This is an optimization exercise on Yosys and OpenROAD, whose aim is small area and a short achievable clock period, not a production implementation. In this exercise RTL edits were held to simulation tests only and were not proved equivalent to the original. No activity file was given, so power comes from the tool's default toggle rates.

==> trial 70: inputs <==
// cpu
module cpu(
	input i_clk,
	input i_rst,
	output [31:0] o_pc,
	input [39:0] i_instr,
	output [7:0] o_gpio
);
==> module alu, before the edit <==
module alu(
	input i_clk,
	input i_rst,
	input [1:0] i_input_op,
	input i_data_valid,
	input [31:0] i_data,
	input [1:0] i_output_op,
	input i_result_empty,
	output o_result_valid,
	output [31:0] o_result,
	output [4:0] o_result_flags
);
	reg [31:0] plus_s;
	reg [31:1] plus_c;
	reg [31:0] and_m;
	reg [31:0] or_v;
	reg [31:0] xor_v;
	reg [3:0] full;
	wire [31:0] plus_c32 = {plus_c, 1'b0};
	wire [31:0] plus_val = plus_s + plus_c32;
	wire [31:0] and_val = full[1] ? and_m : 32'b0;
	wire [3:0] wr = {4{i_data_valid}} & (4'b0001 << i_input_op);
	wire [3:0] rd = {4{i_result_empty}} & (4'b0001 << i_output_op);
	wire [31:0] csa_s = plus_s ^ plus_c32 ^ i_data;
	wire [31:0] csa_c = (plus_s & plus_c32) | (plus_s & i_data) | (plus_c32 & i_data);
	always @(posedge i_clk) begin
		if (i_rst) begin
			plus_s <= 32'b0;
			plus_c <= 31'b0;
			and_m <= 32'hFFFFFFFF;
			or_v <= 32'b0;
			xor_v <= 32'b0;
			full <= 4'b0;
		end else begin
			if (wr[0]) begin
				plus_s <= csa_s;
				plus_c <= csa_c[30:0];
			end else if (rd[0]) begin
				plus_s <= 32'b0;
				plus_c <= 31'b0;
			end
			if (wr[1])
				and_m <= and_m & i_data;
			else if (rd[1])
				and_m <= 32'hFFFFFFFF;
			if (wr[2])
				or_v <= or_v | i_data;
			else if (rd[2])
				or_v <= 32'b0;
			if (wr[3])
				xor_v <= xor_v ^ i_data;
			else if (rd[3])
				xor_v <= 32'b0;
			full <= (full | wr) & ~(rd & ~wr);
		end
	end
	reg [31:0] result;
	always @(*) begin
		case (i_output_op)
			2'd0: result = plus_val;
			2'd1: result = and_val;
			2'd2: result = or_v;
			default: result = xor_v;
		endcase
	end
	assign o_result = result;
	assign o_result_valid = full[i_output_op];
	assign o_result_flags = {^result, ~|result, 1'b0, result[31], 1'b0};
endmodule
==> module cpu, before the edit <==
module cpu(
	input i_clk,
	input i_rst,
	output [31:0] o_pc,
	input [39:0] i_instr,
	output [7:0] o_gpio
);
	reg [31:0] datamem [0:63];
	reg [31:0] gprs [0:31];
	reg [31:0] reg_pc;
	reg [2:0] reg_status;  
	reg [31:0] reg_rng;
	reg [5:0] reg_ref;
	reg [7:0] reg_gpio;
	assign o_pc = reg_pc;
	assign o_gpio = reg_gpio;
	wire t = i_instr[39];
	wire [31:0] lit = i_instr[37:6];
	wire [5:0] src = i_instr[11:6];
	wire [5:0] dst = i_instr[5:0];
	wire src_alu = t && src[5:2] == 4'b0001;
	wire src_rng = t && src == 6'd3;
	wire alu_valid;
	wire [31:0] alu_result;
	wire [4:0] alu_flags;
	wire [31:0] def_val = datamem[reg_ref];
	wire [31:0] status_val = {27'b0, reg_status[2:1], 1'b0, reg_status[0], 1'b0};
	reg [31:0] spr_val;
	always @(*) begin
		case (src[4:0])
			5'd0: spr_val = reg_pc;
			5'd1: spr_val = status_val;
			5'd3: spr_val = reg_rng;
			5'd4, 5'd5, 5'd6, 5'd7: spr_val = alu_result;
			5'd10: spr_val = {26'b0, reg_ref};
			5'd11: spr_val = def_val;
			5'd13: spr_val = {24'b0, reg_gpio};
			default: spr_val = 32'b0;
		endcase
	end
	wire [31:0] reg_val = src[5] ? gprs[src[4:0]] : spr_val;
	wire [31:0] source_value = t ? reg_val : lit;
	alu ALU (
		.i_clk(i_clk),
		.i_rst(i_rst),
		.i_input_op(dst[1:0]),
		.i_data_valid(dst[5:2] == 4'b0001),
		.i_data(source_value),
		.i_output_op(src_alu ? src[1:0] : 2'b00),
		.i_result_empty(src_alu),
		.o_result_valid(alu_valid),
		.o_result(alu_result),
		.o_result_flags(alu_flags)
	);
	wire zero = source_value == 32'b0;
	wire [31:0] pc1 = reg_pc + 32'd1;
	wire [31:0] pc2 = reg_pc + 32'd2;
	reg [31:0] next_pc;
	always @(*) begin
		case (dst)
			6'd0: next_pc = source_value;
			6'd8: next_pc = zero ? pc2 : pc1;
			6'd9: next_pc = zero ? pc1 : pc2;
			default: next_pc = pc1;
		endcase
	end
	wire rng_bit = ^(reg_rng & 32'h800007D8);
	always @(posedge i_clk) begin
		if (!i_rst) begin
			if (dst == 6'd11)
				datamem[reg_ref] <= source_value;
			if (dst[5])
				gprs[dst[4:0]] <= source_value;
		end
	end
	always @(posedge i_clk) begin
		if (i_rst) begin
			reg_pc <= 32'b0;
			reg_status <= 3'b0;
			reg_rng <= 32'b0;
			reg_ref <= 6'b0;
			reg_gpio <= 8'b0;
		end else begin
			reg_pc <= next_pc;
			if (alu_valid)
				reg_status <= {alu_flags[4:3], alu_flags[1]};
			if (src_rng)
				reg_rng <= {rng_bit, reg_rng[31:1]};
			else if (dst == 6'd3)
				reg_rng <= source_value;
			if (dst == 6'd10)
				reg_ref <= source_value[5:0];
			if (dst == 6'd13)
				reg_gpio <= source_value[7:0];
		end
	end
endmodule
Settings: LEC_CHECK=0, CAP_MARGIN=20, CORE_MARGIN=2, CORE_UTILIZATION=40, SETUP_SLACK_MARGIN=0.2, SLEW_MARGIN=20; clock period 7.5 ns.
run.sh (not shown) runs the stock make flow with config.mk's settings and CLKGATE_MAP_FILE= SYNTH_SCRIPT=/design/flow/synth_recipe.tcl, a recipe that flattens the netlist after the stock synthesis.
==> inputs of trial 86, as changes to trial 70 <==
==> flow/design.v (replaced) <==
`default_nettype none
module add32(
	input [31:0] i_a,
	input [31:0] i_b,
	output [31:0] o_sum
);
	wire [31:0] g [0:5];
	wire [31:0] p [0:5];
	assign g[0] = i_a & i_b;
	assign p[0] = i_a ^ i_b;
	genvar l, i;
	generate
		for (l = 0; l < 5; l = l + 1) begin : lvl
			for (i = 0; i < 32; i = i + 1) begin : bt
				if (i >= (1 << l)) begin : comb
					assign g[l + 1][i] = g[l][i] | (p[l][i] & g[l][i - (1 << l)]);
					assign p[l + 1][i] = p[l][i] & p[l][i - (1 << l)];
				end else begin : pass
					assign g[l + 1][i] = g[l][i];
					assign p[l + 1][i] = p[l][i];
				end
			end
		end
	endgenerate
	assign o_sum = p[0] ^ {g[5][30:0], 1'b0};
endmodule
module alu(
	input i_clk,
	input i_rst,
	input [1:0] i_input_op,
	input i_data_valid,
	input [31:0] i_data,
	input [1:0] i_output_op,
	input i_result_empty,
	output o_result_valid,
	output [31:0] o_result,
	output [4:0] o_result_flags,
	output [3:0] o_zero
);
	reg [31:0] plus_s;
	reg [31:1] plus_c;
	reg [31:0] and_m;
	reg [31:0] or_v;
	reg [31:0] xor_v;
	reg [3:0] full;
	wire [31:0] plus_c32 = {plus_c, 1'b0};
	wire [31:0] plus_val;
	add32 plus_add (.i_a(plus_s), .i_b(plus_c32), .o_sum(plus_val));
	wire [31:0] and_val = full[1] ? and_m : 32'b0;
	wire [3:0] wr = {4{i_data_valid}} & (4'b0001 << i_input_op);
	wire [3:0] rd = {4{i_result_empty}} & (4'b0001 << i_output_op);
	wire [31:0] csa_s = plus_s ^ plus_c32 ^ i_data;
	wire [31:0] csa_c = (plus_s & plus_c32) | (plus_s & i_data) | (plus_c32 & i_data);
	always @(posedge i_clk) begin
		if (i_rst) begin
			plus_s <= 32'b0;
			plus_c <= 31'b0;
			and_m <= 32'hFFFFFFFF;
			or_v <= 32'b0;
			xor_v <= 32'b0;
			full <= 4'b0;
		end else begin
			if (wr[0]) begin
				plus_s <= csa_s;
				plus_c <= csa_c[30:0];
			end else if (rd[0]) begin
				plus_s <= 32'b0;
				plus_c <= 31'b0;
			end
			if (wr[1])
				and_m <= and_m & i_data;
			else if (rd[1])
				and_m <= 32'hFFFFFFFF;
			if (wr[2])
				or_v <= or_v | i_data;
			else if (rd[2])
				or_v <= 32'b0;
			if (wr[3])
				xor_v <= xor_v ^ i_data;
			else if (rd[3])
				xor_v <= 32'b0;
			full <= (full | wr) & ~(rd & ~wr);
		end
	end
	reg [31:0] result;
	always @(*) begin
		case (i_output_op)
			2'd0: result = plus_val;
			2'd1: result = and_val;
			2'd2: result = or_v;
			default: result = xor_v;
		endcase
	end
	assign o_result = result;
	assign o_result_valid = full[i_output_op];
	assign o_result_flags = {^result, ~|result, 1'b0, result[31], 1'b0};
	wire [31:0] plus_p = plus_s ^ plus_c32;
	wire [31:0] plus_o = plus_s | plus_c32;
	wire plus_zero = ~|(plus_p ^ {plus_o[30:0], 1'b0});
	assign o_zero = {~|xor_v, ~|or_v, ~|and_val, plus_zero};
endmodule
`default_nettype none
module cpu(
	input i_clk,
	input i_rst,
	output [31:0] o_pc,
	input [39:0] i_instr,
	output [7:0] o_gpio
);
	reg [31:0] reg_pc;
	reg [2:0] reg_status;  
	reg [31:0] reg_rng;
	reg [5:0] reg_ref;
	reg [63:0] ref_sel;  
	reg [7:0] reg_gpio;
	assign o_pc = reg_pc;
	assign o_gpio = reg_gpio;
	wire t = i_instr[39];
	wire [31:0] lit = i_instr[37:6];
	wire [5:0] src = i_instr[11:6];
	wire [5:0] dst = i_instr[5:0];
	wire src_alu = t && src[5:2] == 4'b0001;
	wire src_rng = t && src == 6'd3;
	wire [31:0] source_value;
	wire [31:0] gpr_sel = {32{src[5]}} & (32'd1 << src[4:0]);
	wire [31:0] gpr_we = {32{!i_rst && dst[5]}} & (32'd1 << dst[4:0]);
	wire [63:0] dm_we = {64{!i_rst && dst == 6'd11}} & ref_sel;
	wire [32*32-1:0] gpr_q;
	wire [31:0] gpr_z;  
	wire [32*64-1:0] dm_q;
	genvar w;
	generate
		for (w = 0; w < 32; w = w + 1) begin : gpr
			reg [31:0] q;
			reg z;
			always @(posedge i_clk)
				if (gpr_we[w]) begin
					q <= source_value;
					z <= zero;
				end
			assign gpr_q[32*w +: 32] = q;
			assign gpr_z[w] = z;
		end
		for (w = 0; w < 64; w = w + 1) begin : dm
			reg [31:0] q;
			always @(posedge i_clk)
				if (dm_we[w])
					q <= source_value;
			assign dm_q[32*w +: 32] = q;
		end
	endgenerate
	wire zero;
	reg [31:0] gpr_val;
	reg gpr_zero;
	reg [31:0] def_val;
	integer i;
	always @(*) begin
		gpr_val = 32'b0;
		gpr_zero = 1'b0;
		for (i = 0; i < 32; i = i + 1) begin
			gpr_val = gpr_val | ({32{gpr_sel[i]}} & gpr_q[32*i +: 32]);
			gpr_zero = gpr_zero | (gpr_sel[i] & gpr_z[i]);
		end
		def_val = 32'b0;
		for (i = 0; i < 64; i = i + 1)
			def_val = def_val | ({32{ref_sel[i]}} & dm_q[32*i +: 32]);
	end
	wire alu_valid;
	wire [31:0] alu_result;
	wire [4:0] alu_flags;
	wire [3:0] alu_zero;
	alu ALU (
		.i_clk(i_clk),
		.i_rst(i_rst),
		.i_input_op(dst[1:0]),
		.i_data_valid(dst[5:2] == 4'b0001),
		.i_data(source_value),
		.i_output_op(src_alu ? src[1:0] : 2'b00),
		.i_result_empty(src_alu),
		.o_result_valid(alu_valid),
		.o_result(alu_result),
		.o_result_flags(alu_flags),
		.o_zero(alu_zero)
	);
	wire [31:0] status_val = {27'b0, reg_status[2:1], 1'b0, reg_status[0], 1'b0};
	reg [31:0] spr_val;
	reg spr_zero;
	always @(*) begin
		case (src[4:0])
			5'd0: begin spr_val = reg_pc; spr_zero = ~|reg_pc; end
			5'd1: begin spr_val = status_val; spr_zero = ~|reg_status; end
			5'd3: begin spr_val = reg_rng; spr_zero = ~|reg_rng; end
			5'd4: begin spr_val = alu_result; spr_zero = alu_zero[0]; end
			5'd5: begin spr_val = alu_result; spr_zero = alu_zero[1]; end
			5'd6: begin spr_val = alu_result; spr_zero = alu_zero[2]; end
			5'd7: begin spr_val = alu_result; spr_zero = alu_zero[3]; end
			5'd10: begin spr_val = {26'b0, reg_ref}; spr_zero = ~|reg_ref; end
			5'd11: begin spr_val = def_val; spr_zero = ~|def_val; end
			5'd13: begin spr_val = {24'b0, reg_gpio}; spr_zero = ~|reg_gpio; end
			default: begin spr_val = 32'b0; spr_zero = 1'b1; end
		endcase
	end
	wire [31:0] reg_val = gpr_val | (src[5] ? 32'b0 : spr_val);
	wire reg_zero = src[5] ? gpr_zero : spr_zero;
	assign source_value = t ? reg_val : lit;
	assign zero = t ? reg_zero : ~|lit;
	wire [31:0] pc_carry;
	assign pc_carry[0] = 1'b1;
	genvar b;
	generate
		for (b = 1; b < 32; b = b + 1) begin : inc
			assign pc_carry[b] = &reg_pc[b-1:0];
		end
	endgenerate
	wire [31:0] pc1 = reg_pc ^ pc_carry;
	wire [31:1] hi_carry;
	assign hi_carry[1] = 1'b1;
	generate
		for (b = 2; b < 32; b = b + 1) begin : inc2
			assign hi_carry[b] = &reg_pc[b-1:1];
		end
	endgenerate
	wire [31:0] pc2 = {reg_pc[31:1] ^ hi_carry[31:1], reg_pc[0]};
	wire jmp = dst == 6'd0;
	wire [31:0] next_pc_z = jmp ? source_value : dst == 6'd8 ? pc2 : pc1;
	wire [31:0] next_pc_nz = jmp ? source_value : dst == 6'd9 ? pc2 : pc1;
	wire [31:0] next_pc = zero ? next_pc_z : next_pc_nz;
	wire rng_bit = ^(reg_rng & 32'h800007D8);
	always @(posedge i_clk) begin
		if (i_rst) begin
			reg_pc <= 32'b0;
			reg_status <= 3'b0;
			reg_rng <= 32'b0;
			reg_ref <= 6'b0;
			ref_sel <= 64'd1;
			reg_gpio <= 8'b0;
		end else begin
			reg_pc <= next_pc;
			if (alu_valid)
				reg_status <= {alu_flags[4:3], alu_flags[1]};
			if (src_rng)
				reg_rng <= {rng_bit, reg_rng[31:1]};
			else if (dst == 6'd3)
				reg_rng <= source_value;
			if (dst == 6'd10) begin
				reg_ref <= source_value[5:0];
				ref_sel <= 64'd1 << source_value[5:0];
			end
			if (dst == 6'd13)
				reg_gpio <= source_value[7:0];
		end
	end
endmodule
- ABC_CLOCK_PERIOD_IN_PS: default -> 3500
- CORE_UTILIZATION: 40 -> 55
- SETUP_SLACK_MARGIN: 0.2 -> 3.6
- TNS_END_PERCENT: default -> 5
==> qor summary <==
item                                                             trial 70                    trial 86
# resized after CTS                                                     0                         629
Share of cells above drive strength 1                              23.90%                      22.81%
Slowest cell on crit path                        sky130_fd_sc_hd__dfxtp_4   sky130_fd_sc_hd__a222oi_1
Number of instances in the synthesized netlist                       7313                        7909
Vias in the first global route                                      74900                       83520
First-pass GRT wire length                                      597100 um                   748000 um
M1 GR Usage                                                        34.76%                      59.31%
Critical path required time                                       8.34 ns                     8.40 ns
Status                                   no timing/DRC/antenna violations  no timing/DRC/antenna violations
Area of the mapped netlist                                    0.1340 mm^2                 0.1294 mm^2
Wire length per cell                                             34.64 um                    47.36 um
Worst slack on hold paths                                       0.4619 ns                   0.4848 ns
Power in the clock group                                         17400 uW                    17300 uW
Final WS setup                                                  0.9025 ns                    2.615 ns
NonClk Buf Share                                                   3.325%                      8.183%
End of the worst hold path                      ALU.and_m[5]$_SDFFE_PP1P_  ALU.and_m[23]$_SDFFE_PP1P_

==> afterwards: timing with drivers on the ports <==
The results above use ideal ports. As a check the final layouts listed here were re-extracted and re-timed, cells and wires unchanged. Step 1: set_driving_cell puts a clkbuf_16 on i_clk and a buf_2 on each other input, an assumption about the parent block. Step 2, shift: input delay + t, output delay - t, t = (earliest + latest rising clock arrival at the registers) / 2. This alone moves slack from input paths to output paths. a / b / c = ideal / step 1 / step 2; a / b = the first two.
run | shift t [ns] | setup slack, ns | slew at the worst register clock pin (ns)
trial 70 | 1.018 | 0.903 / 0.903 / 0.290 | 0.07 / 0.07
trial 86 | 1.051 | 2.615 / 2.615 / 1.723 | 0.07 / 0.07
After both steps every run listed still meets setup and hold. The setup slack of trial 86, which loses most, moves by 0.000 ns with the drivers and by -0.892 ns with both steps.
